This is an optimization exercise on Yosys and OpenROAD, whose aim is small area, not a production implementation. The RTL was checked by simulation tests, not by an equivalence proof against the original design.

## DP_project
module DP_project(
    input [1:0] mode,
    input start, cancel, door_close, fill_water, drain_water, in_clk,
    output door_lock, fill_valve, drain_valve, motor_bled,
    output [3:0] mode_led,
    output [2:0] status,
    output [4:0] ps_led,
    output [6:0] lcd_out,
    output [7:0] lcd_an
    );
    localparam IDLE = 2'd0, SPIN = 2'd1, WASH = 2'd2, RINSE = 2'd3;
    reg [3:0] k;
    reg [1:0] s;
    reg       fp;        
    wire k0   = !k[0] && !k[2];
    wire k1   = !k[1] && !k[3];
    wire k8   = !k[0] && !k[3];
    wire k9   = !k[0] && !k[1] && k[2];
    wire tick = k8 && !s[0];
    always @(posedge in_clk) begin
        if (cancel) begin
            k <= 4'b0110;
            s <= 2'd3;
        end else begin
            k <= {k[2:0], k[0] ^ k[3] ^ (!k[1] && k[2])};
            if (k9)
                s <= s + 1'b1;
        end
    end
    reg [1:0]  ps;
    reg [1:0]  step;
    reg        x;
    reg [1:0]  ml;       
    reg [7:0]  rn;       
    reg [4:0]  d;
    wire st_idle  = (ps == IDLE);
    wire st_ready = (ps == SPIN) && step[0];
    wire st_wash  = (ps == WASH);
    wire st_rinse = (ps == RINSE);
    wire st_spin  = (ps == SPIN) && !step[0];
  ...
Size: roughly 240 cells after synthesis, ~33 flip-flops, about 39 I/O pins, roughly 1800 µm² of cells after synthesis.
==> module DP_project, before the edit <==
module DP_project(
    input [1:0] mode,
    input start, cancel, door_close, fill_water, drain_water, in_clk,
    output door_lock, fill_valve, drain_valve, motor_bled,
    output [3:0] mode_led,
    output [2:0] status,
    output [4:0] ps_led,
    output [6:0] lcd_out,
    output [7:0] lcd_an
    );
    localparam IDLE = 2'd0, SPIN = 2'd1, WASH = 2'd2, RINSE = 2'd3;
    reg [3:0] k;
    reg [1:0] s;
    reg       fp;        
    wire k0   = !k[0] && !k[2];
    wire k1   = !k[1] && !k[3];
    wire k8   = !k[0] && !k[3];
    wire k9   = !k[0] && !k[1] && k[2];
    wire tick = k8 && !s[0];
    always @(posedge in_clk) begin
        if (cancel) begin
            k <= 4'b0110;
            s <= 2'd3;
        end else begin
            k <= {k[2:0], k[0] ^ k[3] ^ (!k[1] && k[2])};
            if (k9)
                s <= s + 1'b1;
        end
    end
    reg [1:0]  ps;
    reg [1:0]  step;
    reg        x;
    reg [1:0]  ml;       
    reg [7:0]  rn;       
    reg [4:0]  d;
    wire st_idle  = (ps == IDLE);
    wire st_ready = (ps == SPIN) && step[0];
    wire st_wash  = (ps == WASH);
    wire st_rinse = (ps == RINSE);
    wire st_spin  = (ps == SPIN) && !step[0];
    wire st_wr    = st_wash || st_rinse;
    wire motor    = ((st_wr && (step[1] ^ step[0])) || st_spin) && x;
    wire e        = st_wash  ? !(step == 2'd0 && !x) :
                    st_rinse ? !(!x && (step[1] == step[0])) : x;
    reg [2:0] dend;
    always @(*) begin
        case (ps)
            WASH:    dend = ml[0] ? 3'b111 : 3'b000;
            RINSE:   dend = ml[1] ? 3'b100 : (ml[0] ? 3'b001 : 3'b010);
            default: dend = (ml == 2'd3) ? 3'b000 : (ml == 2'd2) ? 3'b110 : 3'b100;
        endcase
    end
    wire [7:0] r = ~rn;
    wire r0   = (r == 8'd0);
    wire done = r0 && (d[2:0] == dend);
    reg [4:0] dload;
    always @(*) begin
        case (mode)
            2'd0: dload = 5'd22;
            2'd1: dload = 5'd18;
            2'd2: dload = 5'd16;
            default: dload = 5'd4;
        endcase
    end
    wire [4:0] ddec = (d == 5'd16) ? 5'd9 : d - 1'b1;
    wire [1:0] dmode = {~d[1], d[2] ^ d[1]};
    always @(posedge in_clk) begin
        if (cancel) begin
            ps <= IDLE;
            step <= 2'b10;
            x <= 1'b0;
            ml <= 2'd0;
            rn <= 8'hff;
            d <= 5'd0;
        end else if (tick) begin
            if (!motor || done)
                rn <= 8'hff;
            else
                rn <= ~{r[6:0], ~(r[7] ^ r[5] ^ r[0] ^ (r[4] & r[3]))};
            if (st_idle)
                d <= dload;
            else if (motor && r0)
                d <= ddec;
            case (ps)
                IDLE: begin
                    if (start && door_close) begin
                        ps <= SPIN;
                        step[0] <= 1'b1;
                    end else if (start) begin
                        step[0] <= 1'b1;
                    end else begin
                        x <= 1'b1;
                        step <= 2'b00;
                        ml <= mode;
                    end
                end
                SPIN: begin
                    if (step[0]) begin  
                        x <= 1'b0;
                        step <= 2'b00;
                        ml <= dmode;
                        ps <= (dmode[1] == 1'b0) ? WASH : (dmode[0] ? SPIN : RINSE);
                    end else if (!done) begin
                        x <= 1'b1;
                    end else begin
                        x <= 1'b0;
                        step <= 2'b00;
                        ps <= IDLE;
                    end
                end
                default: begin  
                    case (step)
                        2'd0: begin
                            x <= !fill_water;
                            step <= {1'b0, fill_water};
                        end
                        2'd1: begin
                            x <= 1'b1;
                            if (done) step <= 2'd2;
                        end
                        2'd2: begin
                            x <= drain_water;
                            if (drain_water) step <= 2'd3;
                        end
                        default: begin
                            if (!x)
                                step <= 2'd0;
                            else if (st_wash) begin
                                x <= 1'b0;
                                ps <= RINSE;
                            end else begin
                                x <= 1'b0;
                                step <= 2'b00;
                                ps <= SPIN;
                            end
                        end
                    endcase
                end
            endcase
        end
    end
    wire z  = (st_idle || st_ready) && step[1];
    wire rd = st_idle && step[0];
    assign door_lock   = !st_idle;
    assign motor_bled  = motor;
    assign fill_valve  = st_wr && ((step == 2'd0 && x) || (step == 2'd1 && !x));
    assign drain_valve = st_wr && ((step == 2'd2 && !x) || (step == 2'd3 && x));
    assign mode_led    = z ? 4'b0000 : (4'b0001 << ml);
    assign status      = !st_idle ? 3'b010 :
                         rd ? 3'b001 : e ? 3'b100 : z ? 3'b000 : 3'b010;
    reg [4:0] psl;
    always @(*) begin
        if (st_idle || st_ready)
            psl = z ? 5'b00000 : e ? 5'b00001 : 5'b10000;
        else if (st_wash)
            psl = e ? 5'b00100 : 5'b00010;
        else if (st_rinse)
            psl = e ? 5'b01000 : (ml == 2'd2 ? 5'b00010 : 5'b00100);
        else
            psl = e ? 5'b10000 : (ml == 2'd3 ? 5'b00010 : 5'b01000);
    end
    assign ps_led = psl;
    wire       ten  = d[4] && !d[3];
    wire [3:0] unit = {d[3] && !d[4], d[2:0] & {3{!(d[4] && d[3])}}};
    reg [3:0] ur;        
    reg       tb;        
    reg       tr;        
    wire s0 = (s == 2'd0);
    wire at00 = s0 && k0;
    wire at08 = tick && !s[1];
    wire at11 = (s == 2'd1) && k1;
    always @(posedge in_clk) begin
        if (cancel) begin
            ur <= 4'd0;
            tb <= 1'b0;
            tr <= 1'b0;
            fp <= 1'b1;
        end else begin
            if (at00)
                ur <= unit;
            if (at08)
                tb <= ten;
            if (at11) begin
                tr <= ten;
                fp <= 1'b0;
            end
        end
    end
    wire       blank = fp && ((s == 2'd3) || ((s == 2'd1) && k0));
    wire [3:0] dig = s0 ? ur : {3'b000, at11 ? tb : tr};
    wire [1:0] an = {s0 || (fp && s == 2'd3), !(s0 || (fp && s == 2'd3 && k[3]))};
    wire A = dig[3], B = dig[2], C = dig[1], D = dig[0];
    wire sa = A | C | (B & D) | (!B & !D);
    wire sb = !B | (!C & !D) | (C & D);
    wire sc = B | !C | D;
    wire sd = A | (!B & !D) | (!B & C) | (C & !D) | (B & !C & D);
    wire se = (!B & !D) | (C & !D);
    wire sf = A | (!C & !D) | (B & !C) | (B & !D);
    wire sg = A | (!B & C) | (B & !C) | (C & !D);
    wire [6:0] seg = ~{sg, sf, se, sd, sc, sb, sa};
    assign lcd_out = blank ? 7'b1111111 : seg;
    assign lcd_an  = {6'b111111, an};
endmodule
clock: 15.0 ns
lec_check: 0
abc_area: 1
cap_margin: 20
core_margin: 2
core_utilization: 40
place_density: 0.6
slew_margin: 20
standard.sh (not shown) runs the stock make flow with config.mk's settings and CLKGATE_MAP_FILE= SYNTH_SCRIPT=/design/flow/synth_recipe.tcl, a recipe that flattens the netlist after the stock synthesis.
==> flow/flow/run.sh <==
#!/bin/bash
# The standard layout (standard.sh) with these changes:
#  - synthesis: no adder-cell extraction, and the final abc mapping uses an
#    area script, tried with several seeds, keeping the smallest netlist
#    (flow/my_synth.tcl, flow/area.abc); registers are untouched;
#  - every port still gets a buffer, of the smallest buffer cell (buf_1);
#  - clock tree of clkbuf_4 cells, without dummy loads;
#  - the constant outputs share one tie cell (no tie fanout repair).
# Each step writes its full output to its own log in this folder.
set -euo pipefail
here=$(pwd)
export MY_ABC_SCRIPT=$here/flow/area.abc
export MY_ABC_SEEDS="1 2 3 4 5 6"
args=(ADDER_MAP_FILE=
      SYNTH_SCRIPT=$here/flow/my_synth.tcl
      SKIP_REPAIR_TIE_FANOUT=1
      "BUFFER_PORTS_ARGS=-buffer_cell sky130_fd_sc_hd__buf_1"
      "CTS_ARGS=-sink_clustering_enable -repair_clock_nets -buf_list sky130_fd_sc_hd__clkbuf_4 -dont_use_dummy_load")
bash standard.sh "${args[@]}" synth > synth.log 2>&1
bash standard.sh "${args[@]}" finish > finish.log 2>&1
Other scripts of this flow, unchanged in this note and not shown: flow/flow/area.abc, flow/flow/my_synth.tcl
Next try:
--- a/flow/design.v
+++ b/flow/design.v
@@ -38,11 +38,11 @@
     wire st_wash  = (ps == WASH);
     wire st_rinse = (ps == RINSE);
     wire st_spin  = (ps == SPIN) && !step[0];
     wire st_wr    = st_wash || st_rinse;
-    wire motor    = ((st_wr && (step[1] ^ step[0])) || st_spin) && x;
-    wire e        = st_wash  ? !(step == 2'd0 && !x) :
-                    st_rinse ? !(!x && (step[1] == step[0])) : x;
+    wire motor    = ((st_wr && step[0]) || st_spin) && x;
+    wire e        = st_wash  ? !(step == 2'b00 && !x) :
+                    st_rinse ? !(!x && !step[0]) : x;
     reg [2:0] dend;
     always @(*) begin
         case (ps)
             WASH:    dend = ml[0] ? 3'b111 : 3'b000;
@@ -113,19 +113,19 @@
                         2'd0: begin
                             x <= !fill_water;
                             step <= {1'b0, fill_water};
                         end
-                        2'd1: begin
+                        2'b01: begin
                             x <= 1'b1;
-                            if (done) step <= 2'd2;
-                        end
-                        2'd2: begin
+                            if (done) step <= 2'b11;
+                        end
+                        2'b11: begin
                             x <= drain_water;
-                            if (drain_water) step <= 2'd3;
+                            if (drain_water) step <= 2'b10;
                         end
                         default: begin
                             if (!x)
-                                step <= 2'd0;
+                                step <= 2'b00;
                             else if (st_wash) begin
                                 x <= 1'b0;
                                 ps <= RINSE;
                             end else begin
@@ -142,10 +142,10 @@
     wire z  = (st_idle || st_ready) && step[1];
     wire rd = st_idle && step[0];
     assign door_lock   = !st_idle;
     assign motor_bled  = motor;
-    assign fill_valve  = st_wr && ((step == 2'd0 && x) || (step == 2'd1 && !x));
-    assign drain_valve = st_wr && ((step == 2'd2 && !x) || (step == 2'd3 && x));
+    assign fill_valve  = st_wr && !step[1] && (step[0] ^ x);
+    assign drain_valve = st_wr && step[1] && (step[0] ^ x);
     assign mode_led    = z ? 4'b0000 : (4'b0001 << ml);
     assign status      = !st_idle ? 3'b010 :
                          rd ? 3'b001 : e ? 3'b100 : z ? 3'b000 : 3'b010;
     reg [4:0] psl;
@@ -154,9 +154,9 @@
             psl = z ? 5'b00000 : e ? 5'b00001 : 5'b10000;
         else if (st_wash)
             psl = e ? 5'b00100 : 5'b00010;
         else if (st_rinse)
-            psl = e ? 5'b01000 : (ml == 2'd2 ? 5'b00010 : 5'b00100);
+            psl = e ? 5'b01000 : (ml[1] ? 5'b00010 : 5'b00100);   
         else
             psl = e ? 5'b10000 : (ml == 2'd3 ? 5'b00010 : 5'b01000);
     end
     assign ps_led = psl;
After rerunning:
- final area went down by about 2.3%
- area after synthesis went down by 2.8%
- critical path depth does not change
- count of clock-buffer cells in the layout stays the same
- routed wire length went down by 3.2%

-- re-timing with driven ports --
In the flow no input, the clock included, has a driving cell. The finished layouts below were timed again as built, in two steps. Step 1 assumes that a clkbuf_16 drives the clock port and a buf_2 every other input. Step 2, shift: input delay + t, output delay - t, t = (earliest + latest rising clock arrival at the registers) / 2. This alone moves slack from input paths to output paths. Slacks: no drivers / after step 1 / after step 2; pairs: no drivers / after step 1.
run | t, ns | setup slack, ns | worst slew at a driven data input, ns
the first run | 0.345 | 9.504 / 9.481 / 9.826 | 0.03
the second run | 0.345 | 9.679 / 9.653 / 9.998 | 0.03
After both steps setup and hold are still met in every run listed.
